Background: an optimization exercise with open tools, aiming at small area, a short achievable clock period and few clock cycles per item. Do not read the settings as production practice.
Only simulation tests tie the RTL to the original design; equivalence was not proved.

**design.v**
```verilog
`timescale 1ns / 1ps
module csel_add #(parameter W = 130) (
    input  wire [W-1:0] a,
    input  wire [W-1:0] b,
    input  wire         cin,
    output wire [W-1:0] s,
    output wire         cout);
    localparam L = W / 2;
    localparam H = W - L;
    wire [L:0] lo  = {1'b0, a[L-1:0]} + {1'b0, b[L-1:0]} + {{L{1'b0}}, cin};
    wire [H:0] hi0 = {1'b0, a[W-1:L]} + {1'b0, b[W-1:L]};
    wire [H:0] hi1 = {1'b0, a[W-1:L]} + {1'b0, b[W-1:L]} + {{H{1'b0}}, 1'b1};
    wire [H:0] hi  = lo[L] ? hi1 : hi0;
    assign s    = {hi[H-1:0], lo[L-1:0]};
    assign cout = hi[H];
endmodule
`timescale 1ns / 1ps
module rsa_core (
    input  wire         clk,
    input  wire         rst,
    input  wire         start,
    input  wire         enc,
    input  wire [1:0]   ph,       
    input  wire [129:0] exp_t,    
    input  wire [129:0] msg_t1,   
    input  wire [129:0] r2_t1,    
    input  wire [511:0] nmod,
    output reg          finish,
    output wire [511:0] result);
    localparam W  = 515;    
    localparam CW = 130;    
    localparam NG = 86;     
    localparam ST_IDLE  = 4'd0;
    localparam ST_LDA   = 4'd1;
    localparam ST_LDX   = 4'd2;
    localparam ST_PRIM1 = 4'd3;
    localparam ST_PRIM2 = 4'd4;
    localparam ST_ITER  = 4'd5;
    localparam ST_CNV   = 4'd6;
    localparam ST_WAIT  = 4'd7;
    localparam ST_ONE   = 4'd8;
    localparam ST_CORR  = 4'd9;
    localparam ST_ALN   = 4'd10;
    localparam ST_PRIM0 = 4'd11;
    localparam ST_WAIT2 = 4'd12;
    localparam ST_PRIM3 = 4'd13;
    localparam OP_C1  = 3'd0;   
    localparam OP_C2  = 3'd1;   
    localparam OP_C3  = 3'd2;   
    localparam OP_SQ  = 3'd3;   
    localparam OP_MU  = 3'd4;   
    localparam OP_FIN = 3'd5;   
    localparam OP_P3  = 3'd6;   
    localparam OP_M3  = 3'd7;   
    reg [3:0] st;
    reg [2:0] op;      
    reg [2:0] nop;     
    reg       wf, nwf;     
    reg       pre, npre;   
    reg [1:0] k;
    reg [7:0] it;
    reg [6:0] fi;
    reg       first;
    reg [519:0] A;
    reg [519:0] X;
    reg [519:0] X3;
    reg [W-1:0] S;
    reg [W-1:0] C;
    reg         cl;
    reg         cy;
    reg [23:0]  lo24;  
    reg [11:0]  blo;   
    assign result = A[511:0];
    wire iter  = (st == ST_ITER);
    wire cnv   = (st == ST_CNV);
    wire chain = cnv && (op == OP_C1 || op == OP_C2 || op == OP_SQ || op == OP_MU ||
                         op == OP_P3 || op == OP_M3);
    wire prim0 = (st == ST_PRIM0) || (chain && k == 2'd0);
    wire prim1 = (st == ST_PRIM1) || (chain && k == 2'd1);
    wire prim2 = (st == ST_PRIM2) || (chain && k == 2'd2);
    wire prim3 = (st == ST_PRIM3) || (chain && k == 2'd3);
    wire cnv_a = (op == OP_C3) || (op == OP_SQ) || (op == OP_MU) || (op == OP_FIN) || (op == OP_M3);
    wire cnv_3 = (op == OP_P3);
    wire cnv_x = (op == OP_C1) || (op == OP_C2) || (op == OP_C3);
    reg [1:0] ecc;
    reg [7:0] eco;
    reg       ebit, ebv, scanning, found;
    reg       eb_now, eh_r, pchg;
    wire      ehere = eh_r && !pchg;
    always @(posedge clk) begin
        eb_now <= exp_t[eco];
        eh_r   <= (ph == ecc);
    end
    wire      ezero  = (ecc == 2'd0) && (eco == 8'd0);
    wire [1:0] ecc_m = (eco == 8'd0) ? ecc - 2'd1 : ecc;
    wire [7:0] eco_m = (eco == 8'd0) ? 8'd129 : eco - 8'd1;
    reg       ebit1, ebv1, eb1_now, eh1_r;
    wire      ehere1 = eh1_r && !pchg;
    always @(posedge clk) begin
        eb1_now <= exp_t[eco_m];
        eh1_r   <= (ph == ecc_m);
    end
    reg          src_a, src_one, src_3, byp;
    wire [515:0] Abits = {A[513], A[513], A[513:0]};
    wire [515:0] Xbits = {X[513], X[513], X[513:0]};
    wire         fi_ok = (fi < NG);
    wire [5:0]   ga  = Abits[6*fi +: 6];
    wire [5:0]   gx  = Xbits[6*fi +: 6];
    wire [5:0]   glo = (fi[1:0] == 2'd0) ? sum[5:0] : lo24[6*fi[1:0] +: 6];
    wire [515:0] X3bits = {X3[513], X3[513], X3[513:0]};
    wire [5:0]   g3  = X3bits[6*fi +: 6];
    wire         gsign = src_a ? A[513] : src_3 ? X3[513] : X[513];
    wire [5:0]   gfetch = !fi_ok ? {6{gsign & ~src_one}} :
                          src_one ? {5'b00000, fi == 7'd0} :
                          (byp && fi < 7'd4) ? glo :
                          src_a ? ga : src_3 ? g3 : gx;
    reg  [5:0]   gsel;   
    reg          gn5;   
    wire       gp   = prim1 ? 1'b0 : gn5;
    wire [2:0] eb1  = {gsel[5], gsel[3], gsel[1]};
    wire [2:0] eb0  = {gsel[4], gsel[2], gsel[0]};
    wire [2:0] ebm  = {gsel[3], gsel[1], gp};
    wire [2:0] es1  = eb0 ^ ebm;
    wire [2:0] es2  = (eb1 & ~eb0 & ~ebm) | (~eb1 & eb0 & ebm);
    wire [2:0] en   = eb1 & ~(eb0 & ebm);
    wire [11:0] ep0 = (({12{es1[0]}} & blo) | ({12{es2[0]}} & {blo[10:0], 1'b0})) ^ {12{en[0]}};
    wire [11:0] ep1 = (({12{es1[1]}} & blo) | ({12{es2[1]}} & {blo[10:0], 1'b0})) ^ {12{en[1]}};
    wire [11:0] ep2 = (({12{es1[2]}} & blo) | ({12{es2[2]}} & {blo[10:0], 1'b0})) ^ {12{en[2]}};
    wire [5:0]  eK0 = ep0[5:0] + {5'd0, en[0]};
    wire [3:0]  eK1 = ep1[3:0] + {3'd0, en[1]};
    wire [1:0]  eK2 = ep2[1:0] + {1'b0, en[2]};
    wire [11:0] ePa = ep0 + {11'd0, en[0]} + {ep1[9:0], 2'b00} + {9'd0, en[1], 2'b00} +
                      {ep2[7:0], 4'b0000} + {7'd0, en[2], 4'b0000};
    reg [2:0]  ns1, ns2, nn;
    reg [5:0]  K0;       
    reg [3:0]  K1;       
    reg [1:0]  K2;       
    reg [11:0] pa_r;     
    reg [2:0] as1, as2, an;           
    reg [2:0] qp1, qm1, qp2;          
    wire [515:0] B  = {A[513], A[513], A[513:0]};
    wire [513:0] Mx = {2'b00, nmod};
    wire [513:0] Mn = ~Mx;
    wire [515:0] pa [0:2];
    wire [515:0] pq [0:2];
    genvar j;
    generate
        for (j = 0; j < 3; j = j + 1) begin : g_pp
            wire [515:0] par = (({516{as1[j]}} & B) | ({516{as2[j]}} & {B[514:0], 1'b0})) ^ {516{an[j]}};
            assign pa[j] = {~par[515], par[514:0]};
            wire [513:0] pql = ({514{qp1[j]}} & Mx) | ({514{qm1[j]}} & {Mn[513:1], 1'b1}) |
                               ({514{qp2[j]}} & {Mx[512:0], 1'b0});
            if (j == 0) begin : g_first
                assign pq[j] = first ? {~qm1[j], qm1[j], pql} : {1'b0, ~qm1[j], pql};
            end else begin : g_rest
                assign pq[j] = {1'b0, ~qm1[j], pql};
            end
        end
    endgenerate
    localparam UW = 521;
    wire [UW-1:0] vS   = {6'd0, S};
    wire [UW-1:0] vC   = {6'd0, C};
    wire [UW-1:0] vPA0 = {5'd0, pa[0]};
    wire [UW-1:0] vPQ0 = {5'd0, pq[0]};
    wire [UW-1:0] vPA1 = {3'd0, pa[1], an[1], 1'b0};
    wire [UW-1:0] vPQ1 = {3'd0, pq[1], an[1], 1'b0};
    wire [UW-1:0] vPA2 = {1'b0, pa[2], an[2], 3'b000};
    wire [UW-1:0] vPQ2 = {1'b0, pq[2], an[2], 3'b000};
    wire [UW-1:0] s1 = vS ^ vC ^ vPA0;
    wire [UW-1:0] c1 = {(vS[UW-2:0] & vC[UW-2:0]) | (vS[UW-2:0] & vPA0[UW-2:0]) | (vC[UW-2:0] & vPA0[UW-2:0]), cl};
    wire [UW-1:0] s2 = vPQ0 ^ vPA1 ^ vPQ1;
    wire [UW-1:0] c2 = {(vPQ0[UW-2:0] & vPA1[UW-2:0]) | (vPQ0[UW-2:0] & vPQ1[UW-2:0]) | (vPA1[UW-2:0] & vPQ1[UW-2:0]), an[0]};
    wire [UW-1:0] s3 = s1 ^ c1 ^ s2;
    wire [UW-1:0] c3 = {(s1[UW-2:0] & c1[UW-2:0]) | (s1[UW-2:0] & s2[UW-2:0]) | (c1[UW-2:0] & s2[UW-2:0]), 1'b0};
    wire [UW-1:0] s4 = c2 ^ vPA2 ^ vPQ2;
    wire [UW-1:0] c4 = {(c2[UW-2:0] & vPA2[UW-2:0]) | (c2[UW-2:0] & vPQ2[UW-2:0]) | (vPA2[UW-2:0] & vPQ2[UW-2:0]), 1'b0};
    wire [UW-1:0] s5 = s3 ^ c3 ^ s4;
    wire [UW-1:0] c5 = {(s3[UW-2:0] & c3[UW-2:0]) | (s3[UW-2:0] & s4[UW-2:0]) | (c3[UW-2:0] & s4[UW-2:0]), 1'b0};
    wire [UW-1:0] s6 = s5 ^ c5 ^ c4;
    wire [UW-1:0] c6 = {(s5[UW-2:0] & c5[UW-2:0]) | (s5[UW-2:0] & c4[UW-2:0]) | (c5[UW-2:0] & c4[UW-2:0]), 1'b0};
    wire [W-1:0] s_nx  = s6[520:6];
    wire [W-1:0] c_nx  = c6[520:6];
    wire         cl_nx = (|s6[5:0]) | (|c6[5:0]);
    reg  [11:0] p1_r;
    reg  [11:0] m12;
    wire [11:0] q1m  = {({10{qp1[1]}} & m12[9:0]) | ({10{qm1[1]}} & {~m12[9:1], 1'b1}) | ({10{qp2[1]}} & {m12[8:0], 1'b0}), 2'b00};
    wire [11:0] q2m  = {({8{qp1[2]}} & m12[7:0]) | ({8{qm1[2]}} & {~m12[7:1], 1'b1}) | ({8{qp2[2]}} & {m12[6:0], 1'b0}), 4'b0000};
    wire [11:0] x1 = S[11:0] ^ C[11:0] ^ p1_r;
    wire [11:0] y1 = {(S[10:0] & C[10:0]) | (S[10:0] & p1_r[10:0]) | (C[10:0] & p1_r[10:0]), cl};
    wire [11:0] x2 = x1 ^ y1 ^ q1m;
    wire [11:0] y2 = {(x1[10:0] & y1[10:0]) | (x1[10:0] & q1m[10:0]) | (y1[10:0] & q1m[10:0]), 1'b0};
    wire [11:0] x3 = x2 ^ y2 ^ q2m;
    wire [11:0] y3 = {(x2[10:0] & y2[10:0]) | (x2[10:0] & q2m[10:0]) | (y2[10:0] & q2m[10:0]), 1'b0};
    wire [5:0] g  = x3[5:0] & y3[5:0];
    wire [5:0] p  = x3[5:0] ^ y3[5:0];
    wire       G10 = g[1] | (p[1] & g[0]);
    wire       G32 = g[3] | (p[3] & g[2]);   wire P32 = p[3] & p[2];
    wire       G54 = g[5] | (p[5] & g[4]);   wire P54 = p[5] & p[4];
    wire       G30 = G32 | (P32 & G10);
    wire       tc6 = G54 | (P54 & G30);       
    wire [5:0] H0  = x3[11:6] + y3[11:6];
    wire [5:0]  m6   = m12[5:0];
    wire [5:0]  mm6  = {~m12[5:1], 1'b1};
    wire [5:0]  mp6  = {m12[4:0], 1'b0};
    wire [11:0] Mm12 = {~m12[11:1], 1'b1};
    wire [11:0] Mp12 = {m12[10:0], 1'b0};
    wire [11:0] sq0n;            
    wire [47:0] sq1n;            
    wire [31:0] shn;             
    reg  [11:0] sq0;
    reg  [47:0] sq1;
    reg  [31:0] sh;
    wire [5:0]  n6   = nmod[5:0];
    wire [5:0]  nm6  = {~nmod[5:1], 1'b1};
    wire [5:0]  np6  = {nmod[4:0], 1'b0};
    genvar z;
    generate
        for (z = 0; z < 16; z = z + 1) begin : g_st
            wire [1:0] f0   = z;
            wire       t0p1 = f0[0] & (f0[1] ^ nmod[1]);
            wire       t0m1 = f0[0] & ~(f0[1] ^ nmod[1]);
            wire       t0p2 = f0[1] & ~f0[0];
            wire [5:0] q0v  = ({6{t0p1}} & n6) | ({6{t0m1}} & nm6) | ({6{t0p2}} & np6);
            wire [5:0] e1   = z + q0v;
            wire [1:0] l1   = e1[3:2];
            wire       t1p1 = l1[0] & (l1[1] ^ nmod[1]);
            wire       t1m1 = l1[0] & ~(l1[1] ^ nmod[1]);
            wire       t1p2 = l1[1] & ~l1[0];
            wire [3:0] q1v  = ({4{t1p1}} & n6[3:0]) | ({4{t1m1}} & nm6[3:0]) | ({4{t1p2}} & np6[3:0]);
            wire [3:0] e2   = e1[5:2] + q1v;
            assign sq1n[3*z +: 3] = {t1p1, t1m1, t1p2};
            assign shn[2*z +: 2]  = e2[3:2];
            if (z < 4) begin : g_q0
                assign sq0n[3*z +: 3] = {t0p1, t0m1, t0p2};
            end
        end
    endgenerate
    wire [5:0]  KK  = K0 + {K1, 2'b00};
    wire [95:0] sq1d = {sq1, sq1};
    wire [63:0] shd  = {sh, sh};
    wire [23:0] sq0d = {sq0, sq0};
    wire [47:0] q1tn = sq1d[3*KK[3:0] +: 48];
    wire [31:0] hr   = shd[2*KK[3:0] +: 32];
    wire [11:0] q0tn = sq0d[3*KK[1:0] +: 12];
    wire [31:0] w2tn;
    wire [63:0] w2on;            
    wire [63:0] w2pn;            
    wire [47:0] p1tn;
    generate
        for (z = 0; z < 16; z = z + 1) begin : g_qt
            wire wrap = (z + KK[3:0]) > 15;
            assign w2tn[2*z +: 2] = KK[5:4] + {1'b0, wrap} + hr[2*z +: 2] + K2;
            assign w2on[4*z +: 4] = 4'b0001 << w2tn[2*z +: 2];
            if (z < 4) begin : g_q0
                wire [2:0] q0z = q0tn[3*z +: 3];
                assign p1tn[12*z +: 12] = pa_r + (({12{q0z[2]}} & m12) | ({12{q0z[1]}} & Mm12) | ({12{q0z[0]}} & Mp12));
            end
        end
    endgenerate
    reg [2:0]  ds1, ds2, dn;     
    reg [11:0] q0t;
    reg [47:0] q1t;
    reg [63:0] w2o;              
    reg [63:0] w2p;              
    reg [47:0] p1t;
    assign w2pn = {w2on[2:0], w2on[3], w2on[63:4]};
    wire [47:0] q1t1 = {q1t[2:0], q1t[47:3]};
    wire [11:0] q0t1 = {q0t[2:0], q0t[11:3]};
    wire [47:0] p1t1 = {p1t[11:0], p1t[47:12]};
    wire [3:0]  oa  = w2o[4*H0[3:0] +: 4];
    wire [3:0]  ob  = w2p[4*H0[3:0] +: 4];
    wire [7:0]  oad = {oa, oa};
    wire [7:0]  obd = {ob, ob};
    wire [3:0]  ra  = oad[4 - H0[5:4] +: 4];
    wire [3:0]  rb  = obd[4 - H0[5:4] +: 4];
    wire [3:0]  lo2 = !iter ? w2o[3:0] : tc6 ? rb : ra;
    wire [2:0]  q2n = {m12[1] ? lo2[1] : lo2[3], m12[1] ? lo2[3] : lo2[1], lo2[2]};
    wire [2:0]  q0n = !iter ? q0t[2:0] : tc6 ? q0t1[3*H0[1:0] +: 3] : q0t[3*H0[1:0] +: 3];
    wire [2:0]  q1n = !iter ? q1t[2:0] : tc6 ? q1t1[3*H0[3:0] +: 3] : q1t[3*H0[3:0] +: 3];
    wire [1:0]  Z2  = H0[1:0];
    wire [11:0] p1a = ({12{Z2 == 2'd0}} & p1t[11:0])  | ({12{Z2 == 2'd1}} & p1t[23:12]) |
                      ({12{Z2 == 2'd2}} & p1t[35:24]) | ({12{Z2 == 2'd3}} & p1t[47:36]);
    wire [11:0] p1b = ({12{Z2 == 2'd0}} & p1t1[11:0])  | ({12{Z2 == 2'd1}} & p1t1[23:12]) |
                      ({12{Z2 == 2'd2}} & p1t1[35:24]) | ({12{Z2 == 2'd3}} & p1t1[47:36]);
    wire [11:0] p1n = !iter ? p1t[11:0] : tc6 ? p1b : p1a;
    wire [CW-1:0] sum;
    wire          sum_co;
    csel_add #(.W(CW)) cadd (.a(S[CW-1:0]), .b(C[CW-1:0]), .cin(cy), .s(sum), .cout(sum_co));
    reg  ld_r2, ld_msg, ld_a;
    reg  [3:0] nsel;     
    wire [519:0]  nme = {8'b0, nmod};
    reg  [CW-1:0] nch;
    integer i;
    always @(*) begin
        nch = {CW{1'b0}};
        for (i = 0; i < 4; i = i + 1)
            nch = nch | ({CW{nsel[i]}} & nme[CW*i +: CW]);
    end
    wire [CW-1:0] s_ld = ({CW{ld_a}} & A[2*CW-1:CW]);
    wire [CW-1:0] c_ld = ({CW{ld_r2}} & r2_t1) | ({CW{ld_msg}} & msg_t1) | nch;
    reg  zneg;           
    wire a_we = (st == ST_LDA) || (st == ST_ONE) || ((st == ST_CORR) && zneg) || (cnv && cnv_a);
    wire x_we = (st == ST_LDX) || (cnv && cnv_x);
    wire [7:0] it_last = (op == OP_C3) ? 8'd253 : (NG - 1);
    always @(posedge clk) begin
        if (a_we) A <= {sum[CW-1:0], A[519:CW]};
        if (x_we) X <= {sum[CW-1:0], X[519:CW]};
        if (cnv && cnv_3) X3 <= {sum[CW-1:0], X3[519:CW]};
        if (iter && it == it_last)                     cy <= cl_nx;
        else if (st == ST_WAIT && !scanning && !found) cy <= 1'b1;
        else                                           cy <= sum_co;
        if (cnv && k == 2'd0) lo24 <= sum[23:0];
        if (cnv && k == 2'd3) zneg <= sum[513 - 3*CW];
        if (cnv && k == 2'd0 && cnv_a) blo <= sum[11:0];
        else if (!(cnv && cnv_a))      blo <= A[11:0];
        if (iter) begin
            S  <= s_nx;
            C  <= c_nx;
            cl <= cl_nx;
        end else begin
            S  <= {{CW{1'b0}}, S[W-1:2*CW], S[2*CW-1:CW] | s_ld};
            C  <= {{CW{1'b0}}, C[W-1:2*CW], C[2*CW-1:CW] | c_ld};
            cl <= 1'b0;
        end
    end
    always @(posedge clk) begin
        as1 <= ds1; as2 <= ds2; an <= dn;
        if (st == ST_ALN) begin
            m12 <= nmod[11:0];
            sq0 <= sq0n;
            sq1 <= sq1n;
            sh  <= shn;
        end
        ds1 <= ns1; ds2 <= ns2; dn <= nn;
        q0t <= q0tn;
        q1t <= q1tn;
        w2o <= w2on;
        w2p <= w2pn;
        p1t <= p1tn;
        {qp1[0], qm1[0], qp2[0]} <= q0n;
        {qp1[1], qm1[1], qp2[1]} <= q1n;
        {qp1[2], qm1[2], qp2[2]} <= q2n;
        p1_r <= p1n;
        gsel <= gfetch;
        gn5  <= gsel[5];
        ns1  <= es1; ns2 <= es2; nn <= en;
        K0   <= eK0;
        K1   <= eK1;
        K2   <= eK2;
        pa_r <= ePa;
        fi   <= ((prim0 || prim1 || prim2 || prim3 || iter) && !(iter && it == it_last)) ? (fi_ok ? fi + 7'd1 : fi) : 7'd0;
        first <= prim3;
        src_a   <= (cnv || (iter && it == it_last) ? nop : op) == OP_SQ;
        src_one <= (cnv || (iter && it == it_last) ? nop : op) == OP_FIN;
        src_3   <= (cnv || (iter && it == it_last) ? nop : op) == OP_M3;
        byp     <= (cnv || (iter && it == it_last)) &&
                   ((nop == OP_SQ) ? cnv_a : (nop == OP_M3) ? cnv_3 : cnv_x);
    end
    reg [3:0] st_n;
    reg [1:0] k_n;
    always @(*) begin
        st_n = st;
        k_n  = k;
        case (st)
        ST_IDLE:  if (start) st_n = ST_ALN;
        ST_ALN:   if (ph == 2'd3) begin st_n = ST_LDA; k_n = 2'd0; end
        ST_LDA:   begin k_n = k + 2'd1; if (k == 2'd3) st_n = ST_LDX; end
        ST_LDX:   begin k_n = k + 2'd1; if (k == 2'd3) st_n = ST_PRIM0; end
        ST_PRIM0: st_n = ST_PRIM1;
        ST_PRIM1: st_n = ST_PRIM2;
        ST_PRIM2: st_n = ST_PRIM3;
        ST_PRIM3: st_n = ST_ITER;
        ST_ITER:  if (it == it_last) begin st_n = ST_CNV; k_n = 2'd0; end
        ST_CNV: begin
            k_n = k + 2'd1;
            if (k == 2'd3) begin
                if (op == OP_C3)        st_n = ST_WAIT;
                else if (op == OP_FIN)  st_n = ST_CORR;
                else                    st_n = ST_ITER;
            end
        end
        ST_WAIT: if (!scanning) begin
            if (!found) begin st_n = ST_ONE; k_n = 2'd0; end
            else st_n = ST_WAIT2;
        end
        ST_WAIT2: st_n = ST_PRIM0;
        ST_ONE, ST_CORR: begin k_n = k + 2'd1; if (k == 2'd3) st_n = ST_IDLE; end
        default: st_n = ST_IDLE;
        endcase
        if (rst) st_n = ST_IDLE;
    end
    always @(posedge clk) begin
        st <= st_n;
        k  <= k_n;
        ld_r2  <= ((st == ST_IDLE) && start && (ph == 2'd2)) ||
                  ((st == ST_ALN) && (ph == 2'd2)) ||
                  ((st == ST_ALN) && (ph == 2'd3)) ||
                  ((st == ST_LDA) && (k <= 2'd1));
        ld_msg <= ((st == ST_LDA) && (k == 2'd2)) || ((st == ST_LDA) && (k == 2'd3)) ||
                  ((st == ST_LDX) && (k <= 2'd1));
        ld_a   <= (cnv && (op == OP_FIN) && (k >= 2'd2)) || ((st == ST_CORR) && (k <= 2'd1));
        nsel   <= ((cnv && (op == OP_FIN) && (k == 2'd2)) ? 4'b0001 : 4'b0) |
                  ((cnv && (op == OP_FIN) && (k == 2'd3)) ? 4'b0010 : 4'b0) |
                  (((st == ST_CORR) && (k <= 2'd1)) ? (4'b0100 << k) : 4'b0);
    end
    always @(posedge clk) begin
        finish <= 1'b0;
        pchg   <= 1'b0;
        if (rst) begin
            scanning <= 1'b0;
        end else begin
            if (scanning && ehere) begin
                if (eb_now) begin
                    scanning <= 1'b0;
                    found    <= 1'b1;
                end else if (ezero) begin
                    scanning <= 1'b0;
                    found    <= 1'b0;
                end else begin
                    ecc <= ecc_m;
                    eco <= eco_m; pchg <= 1'b1;
                end
            end
            if (!scanning && !ebv && ehere) begin
                ebit <= eb_now;
                ebv  <= 1'b1;
            end
            if (!scanning && !ebv1 && ehere1) begin
                ebit1 <= eb1_now;
                ebv1  <= 1'b1;
            end
            case (st)
            ST_IDLE: begin
                if (start) begin
                    scanning <= 1'b1;
                    found    <= 1'b0;
                    ebv      <= 1'b1;
                    ebv1     <= 1'b1;
                    ecc      <= enc ? 2'd0 : 2'd3;
                    pchg     <= 1'b1;
                    eco      <= enc ? 8'd15 : 8'd121;
                end
            end
            ST_LDX: if (k == 2'd2) op <= OP_C1;
            ST_PRIM3: it <= 8'd0;
            ST_ITER: begin
                it <= it + 8'd1;
                if (it == it_last - 8'd1) begin
                    case (op)
                    OP_C1: nop <= OP_C2;
                    OP_C2: nop <= OP_C3;
                    OP_SQ, OP_P3, OP_MU, OP_M3: begin
                        nwf  <= 1'b0;
                        npre <= 1'b0;
                        if (op == OP_SQ && pre) begin
                            nop <= OP_P3;
                        end else if (op == OP_SQ && wf) begin
                            nop <= OP_M3;
                        end else if ((op == OP_SQ || op == OP_P3) && ebit) begin
                            if (!ezero && ebit1) begin
                                ecc <= ecc_m;
                                eco <= eco_m; pchg <= 1'b1;
                                ebv <= 1'b0; ebv1 <= 1'b0;
                                nop <= OP_SQ;
                                nwf <= 1'b1;
                            end else begin
                                nop <= OP_MU;
                            end
                        end else if (ezero) begin
                            nop <= OP_FIN;
                        end else begin
                            ecc <= ecc_m;
                            eco <= eco_m; pchg <= 1'b1;
                            ebv <= 1'b0; ebv1 <= 1'b0;
                            nop <= OP_SQ;
                        end
                    end
                    default: nop <= op;
                    endcase
                end
            end
            ST_CNV: begin
                if (k == 2'd3) begin
                    it <= 8'd0;
                    if (op != OP_FIN && op != OP_C3) begin
                        op  <= nop;
                        wf  <= nwf;
                        pre <= npre;
                    end
                end
            end
            ST_WAIT: begin
                if (!scanning && found) begin
                    if (ezero) begin
                        op <= OP_FIN;
                    end else begin
                        ecc <= ecc_m;
                        eco <= eco_m; pchg <= 1'b1;
                        ebv <= 1'b0; ebv1 <= 1'b0;
                        op  <= OP_SQ;
                        pre <= 1'b1;
                        wf  <= 1'b0;
                    end
                end
            end
            ST_ONE, ST_CORR: if (k == 2'd3) finish <= 1'b1;
            default: ;
            endcase
        end
    end
endmodule
`timescale 1ns / 1ps
module rsa_wrapper #(parameter N = 512, parameter LOGN = 9)
(
    input           clk,
    input           resetn,
    input  [  31:0] arm_to_fpga_cmd,
    input           arm_to_fpga_cmd_valid,
    output          fpga_to_arm_done,
    input           fpga_to_arm_done_read,
    input           arm_to_fpga_data_valid,
    output          arm_to_fpga_data_ready,
    input  [N-1:0] arm_to_fpga_data,
    output          fpga_to_arm_data_valid,
    input           fpga_to_arm_data_ready,
    output [N-1:0] fpga_to_arm_data);
    reg st_idle, st_rd, st_wr, st_comp, st_done;
    reg [2:0] slot;
    wire cmd_go   = st_idle & arm_to_fpga_cmd_valid;
    wire start    = cmd_go & arm_to_fpga_cmd[0];
    wire core_fin;
    always @(posedge clk) begin
        if (resetn == 1'b0) begin
            st_idle <= 1'b1;
            st_rd   <= 1'b0;
            st_wr   <= 1'b0;
            st_comp <= 1'b0;
            st_done <= 1'b0;
            slot    <= 3'd0;
        end else begin
            if (cmd_go) begin
                st_idle <= 1'b0;
                case (arm_to_fpga_cmd[1:0])
                    2'd0:    st_rd   <= 1'b1;
                    2'd2:    st_wr   <= 1'b1;
                    default: st_comp <= 1'b1;
                endcase
            end
            if (rd_ready & arm_to_fpga_data_valid) begin
                st_rd   <= 1'b0;
                st_done <= 1'b1;
                slot    <= (slot == 3'd4) ? 3'd0 : slot + 3'd1;
            end
            if (st_wr & fpga_to_arm_data_ready) begin
                st_wr   <= 1'b0;
                st_done <= 1'b1;
            end
            if (st_comp & core_fin) begin
                st_comp <= 1'b0;
                st_done <= 1'b1;
            end
            if (st_done & fpga_to_arm_done_read) begin
                st_done <= 1'b0;
                st_idle <= 1'b1;
            end
        end
    end
    reg  [1:0]   ph;
    reg  [1:0]   lc;
    reg  [519:0] msg_r, exp_r, r2_r;
    reg  [N-1:0] nmod;
    wire [519:0] din_e  = {8'b0, arm_to_fpga_data};
    wire [129:0] dchunk = din_e[130*ph +: 130];
    wire         ring_slot = (slot != 3'd2) && (slot != 3'd3);
    reg          rd_ready;    
    wire         st_rd_n   = (cmd_go & (arm_to_fpga_cmd[1:0] == 2'd0)) |
                             (st_rd & ~(rd_ready & arm_to_fpga_data_valid));
    wire [1:0]   lc_n      = !st_rd ? 2'd0 : arm_to_fpga_data_valid ? lc + 2'd1 : lc;
    always @(posedge clk) begin
        if (resetn == 1'b0) ph <= 2'd0;
        else                ph <= ph + 2'd1;
 rd_ready <= resetn & st_rd_n & (~ring_slot | (lc_n == 2'd3));
        if (st_rd && arm_to_fpga_data_valid) lc <= lc + 2'd1;
        else if (!st_rd)                     lc <= 2'd0;
        msg_r <= {(st_rd && slot == 3'd0) ? dchunk : msg_r[129:0], msg_r[519:130]};
        exp_r <= {(st_rd && slot == 3'd1) ? dchunk : exp_r[129:0], exp_r[519:130]};
        r2_r  <= {(st_rd && slot == 3'd4) ? dchunk : r2_r[129:0],  r2_r[519:130]};
        if (st_rd && slot == 3'd2) nmod <= arm_to_fpga_data;
    end
    rsa_core core (
        .clk    (clk),
        .rst    (~resetn),
        .start  (start),
        .enc    (~arm_to_fpga_cmd[1]),
        .ph     (ph),
        .exp_t  (exp_r[129:0]),
        .msg_t1 (msg_r[259:130]),
        .r2_t1  (r2_r[259:130]),
        .nmod   (nmod),
        .finish (core_fin),
        .result (fpga_to_arm_data));
    assign fpga_to_arm_done       = st_done;
    assign arm_to_fpga_data_ready = rd_ready;
    assign fpga_to_arm_data_valid = st_wr;
endmodule
```
**config.mk**
```make
export PLATFORM = sky130hd
export DESIGN_NAME = rsa_wrapper
export DESIGN_NICKNAME = rsa_wrapper
export VERILOG_FILES = /design/flow/design.v
export SDC_FILE = /design/flow/constraint.sdc
export NUM_CORES = 8
export LEC_CHECK = 0
export CAP_MARGIN = 30
export CORE_MARGIN = 2
export CORE_UTILIZATION = 40
export SETUP_SLACK_MARGIN = 4.7
export SLEW_MARGIN = 50
```
**run.sh**
```bash
#!/bin/bash
# synth_recipe.tcl (not shown) runs the flow's synth.tcl, then flattens the netlist and writes it again
# the make line also repeats each setting of config.mk as NAME=value (left out here)
make -C /OpenROAD-flow-scripts/flow DESIGN_CONFIG=/design/flow/config.mk WORK_HOME=/design/flow/orfs CLKGATE_MAP_FILE= SYNTH_SCRIPT=/design/flow/synth_recipe.tcl finish
```
**constraint.sdc**
```tcl
create_clock -name core_clock -period 9.0 [get_ports {clk}]
set_input_delay 1.8000 -clock core_clock [delete_from_list [all_inputs] [get_ports {clk}]]
set_output_delay 1.8000 -clock core_clock [all_outputs]
set_load 0.01 [all_outputs]
```
==> results.json <==
{
  "status": "complete, no violations",
  "hold_buffers": 0,
  "grt_pass1_vias": 250000,
  "finalSetupViolCount": 0,
  "grt_pass1_wl_um": 1960000,
  "cts_made_buffers": 587,
  "avgRoutedWirePerCell_um": 33.6,
  "syn_area_per_cell_um2": 10.5,
  "slew_violations": 0,
  "routabilityCongestion": 0.958,
  "slew_headroom_pct": 32.3,
  "antenna_found_initial": 250,
  "portBuffers": 1034,
  "synthCells": 30800,
  "die_h_um": 906,
  "fp.dieArea_mm2": 0.820,
  "fmax_mhz": 191,
  "overflow": 0,
  "cts-root-buf": "clkbuf_16",
  "multiInputGateArea_mm2": 0.177,
  "path_cells": "inv_1, fa_1, inv_1, fa_1, inv_1, fa_1, inv_2, ha_4, fa_4, buf_6, buf_12, mux4_2, mux2i_1, mux4_2, o21a_1, a21oi_2, mux2i_1, nor2_1, a21oi_2, buf_6, mux2i_1",
  "finalCritPeriodShare_pct": 58.2,
  "crit_fanout": 6,
  "path_clk_slew_ns": 0.07,
  "dr.first_iter.drc_count": 35800,
  "synth-warning-count": 2,
  "min_period_ns": 5.24,
  "cp_data_required_time_ns": 10.07,
  "synth_seq_cells": 5105,
  "dp_slack_ns": 2.69,
  "numPlacedInstances": 40300,
  "slowest_delay_ns": 0.92,
  "drc": 0,
  "postRouteWirelength_um": 1420000,
  "viasPerCell": 5.99,
  "layout.cells.non_filler": 42300,
  "fin_tns_setup_ns": 0,
  "setup_ws_ns": 3.76,
  "fp.coreArea_mm2": 0.811,
  "fill_cells": 73700,
  "io_pins": 1065,
  "drive_gt1_share_pct": 13.7,
  "maxCapViolCount": 0,
  "layout_common_cells": "nand2_1 (4336), inv_1 (3789), fa_1 (3124)",
  "grt_use_total_pct": 33.3,
  "worst-path-buf-inv": 7,
  "seq_area_mm2": 0.125,
  "num_rows": 331,
  "final_common_cell": "nand2_1",
  "place_area_mm2": 0.344,
  "hpwl_um": 1000000,
  "clock_sinks": 5105,
  "cp_top_family": "adder cells",
  "clock_latency_ns": 1.17,
  "endpoint_kind": "register",
  "cts_tree": "done",
  "cp.arrival_ns": 6.31,
  "criticalPathCategory": "register to register",
  "num_vias": 254000,
  "hold_ws_ns": 0.291,
  "ys_seq_area_share_pct": 38.3,
  "ys_types": 100,
  "startpoint_type": "register",
  "die_w_um": 906,
  "grt_max_degree": 127,
  "layout.nets": 34900,
  "postRouteAntennaNets": 0,
  "syn2layout_area_growth_pct": 16.3,
  "rsz0062_at_grt": "true",
  "worstMarginPinSlew_ns": 1.01,
  "synth_nets": 34900,
  "initial_core_util_pct": 40.1,
  "fin_skew_ns": 0.0980,
  "synth_ff_type": "dfxtp_1",
  "hold_class": "register to register",
  "hold_viol": 0,
  "crit_slowest_cell": "fa_4",
  "synthesis.area_mm2": 0.325,
  "synth_edf_count": 2224,
  "firstDrtPassIters": 9,
  "design_area_mm2": 0.378,
  "clockBufferDepth": 4,
  "cts_max_level": 6,
  "async_reset_ff_share_pct": 0
}
final cells by class:
type	instances	area share, %
multi-input combinational	18900	46.9
sequential	5105	33.0
timing repair buffer	2513	7.33
clock buffer	790	4.40
inverter	3820	3.81
tap	10800	3.58
clock inverter	295	0.933
antenna	104	0.0688
timing repair inverter	6	0.0139
through the flow:
| step | util (%) |
|---|---|
| after detailed placement | 42.4 |
| after global routing | 46.6 |
| after floorplan | - |
| final | 46.6 |
| after global placement | 41.9 |
| after CTS | 46.0 |
final timing paths:
check	startpoint	end	slack, ns	cells past startpoint
setup / recovery	core.S[6]	core.qm1[2]	3.76	21
hold / removal	r2_r[336]	r2_r[206]	0.29	0
setup reg to reg	core.S[6]	core.qm1[2]	3.76	21
hold reg to reg	r2_r[336]	r2_r[206]	0.29	0
registers in the layout, indices dropped and copies added, names as in the netlist, 30 cells and up:
register and count:
nmod 512, core.X3 520, core.X 520, core.A 520
core.C 515, r2_r 520, core.sq1 37, core.q1t 48
msg_r 520, core.p1t 48, core.sh 30, core.S 514
exp_r 520, core.w2p 63
cells in the mapped netlist (426+ instances only):
master / instances / share of area [%]
nand2_1: 4355 / 5.0
mux4_2: 636 / 4.4
mux2_2: 426 / 1.5
buf_1: 604 / 0.70
xor2_1: 637 / 1.7
a22oi_1: 1708 / 3.9
nor2_1: 1250 / 1.4
fa_1: 3147 / 19
a221oi_1: 537 / 1.4
a21oi_1: 818 / 1.3
dfxtp_1: 2881 / 18
xnor2_1: 1326 / 3.6
clkbuf_1: 1797 / 2.1
inv_1: 3809 / 4.4
buf_4: 513 / 1.2
o21ai_0: 545 / 0.84
edfxtp_1: 2224 / 21
o211ai_1: 1091 / 2.5
kinds of logic (layout without fill, tap and decap cells):
logic type               after synthesis  count (layout)  synth area share (%)
adder cells (fa/ha/maj)             3460            3460                  20.6
buffers and inverters               6863            7424                  8.57
flip-flops                          5105            5105                  38.3
XOR/XNOR                            1963            1964                  5.29
other                                  0             104                     0
AO/OA/AOI/OAI                       5532            5533                  12.2
AND/OR/NAND/NOR                     6525            6526                  8.23
multiplexers                        1394            1395                  6.90
what timing repair did:
item                       in CTS  in global routing
setup endpoints to repair    1720                649
gates resized for setup       918                398
gates cloned                   55                 37
pin swaps                     143                245
buffers inserted              564                148
routing by layer:
layer  vias to the layer above  GRT usage (%)  share of wire, %
met5                         -              0             0.038
li1                     104000              -                 -
met4                        62           23.6               9.0
met2                     18300           48.9                42
met3                      4380           9.34                12
met1                    127000           42.6                36
Testbench counts, summed over its fixed seeds: cycles 266,826, ops 12.

-- afterwards: timing with drivers on the ports --
The flow's constraints put no driver on any port. The routed layout listed below was extracted and timed again, unchanged, in two steps.
Step 1 sets driving cells, clkbuf_16 on the clock port and buf_2 on the other inputs (assumed; they add their load-dependent delay and slew).
Step 2 times the ports against the registers' clock, not the clock port: input delays grow and output delays shrink by t, the midpoint of the rising clock arrivals with the driver on.
a / b / c = ideal / step 1 / step 2; a / b = the first two.
shift t [ns]: 1.294
setup slack, ns: 3.762 / 3.762 / 3.762
clock arrival spread, ns: 0.109 / 0.109
worst register clock-pin slew, ns: 0.08 / 0.08
pins driven straight from the clock port: 1
After both steps setup and hold are still met in this run. For this run, drivers alone change the setup slack by 0.000 ns; drivers and shift together by 0.000 ns.
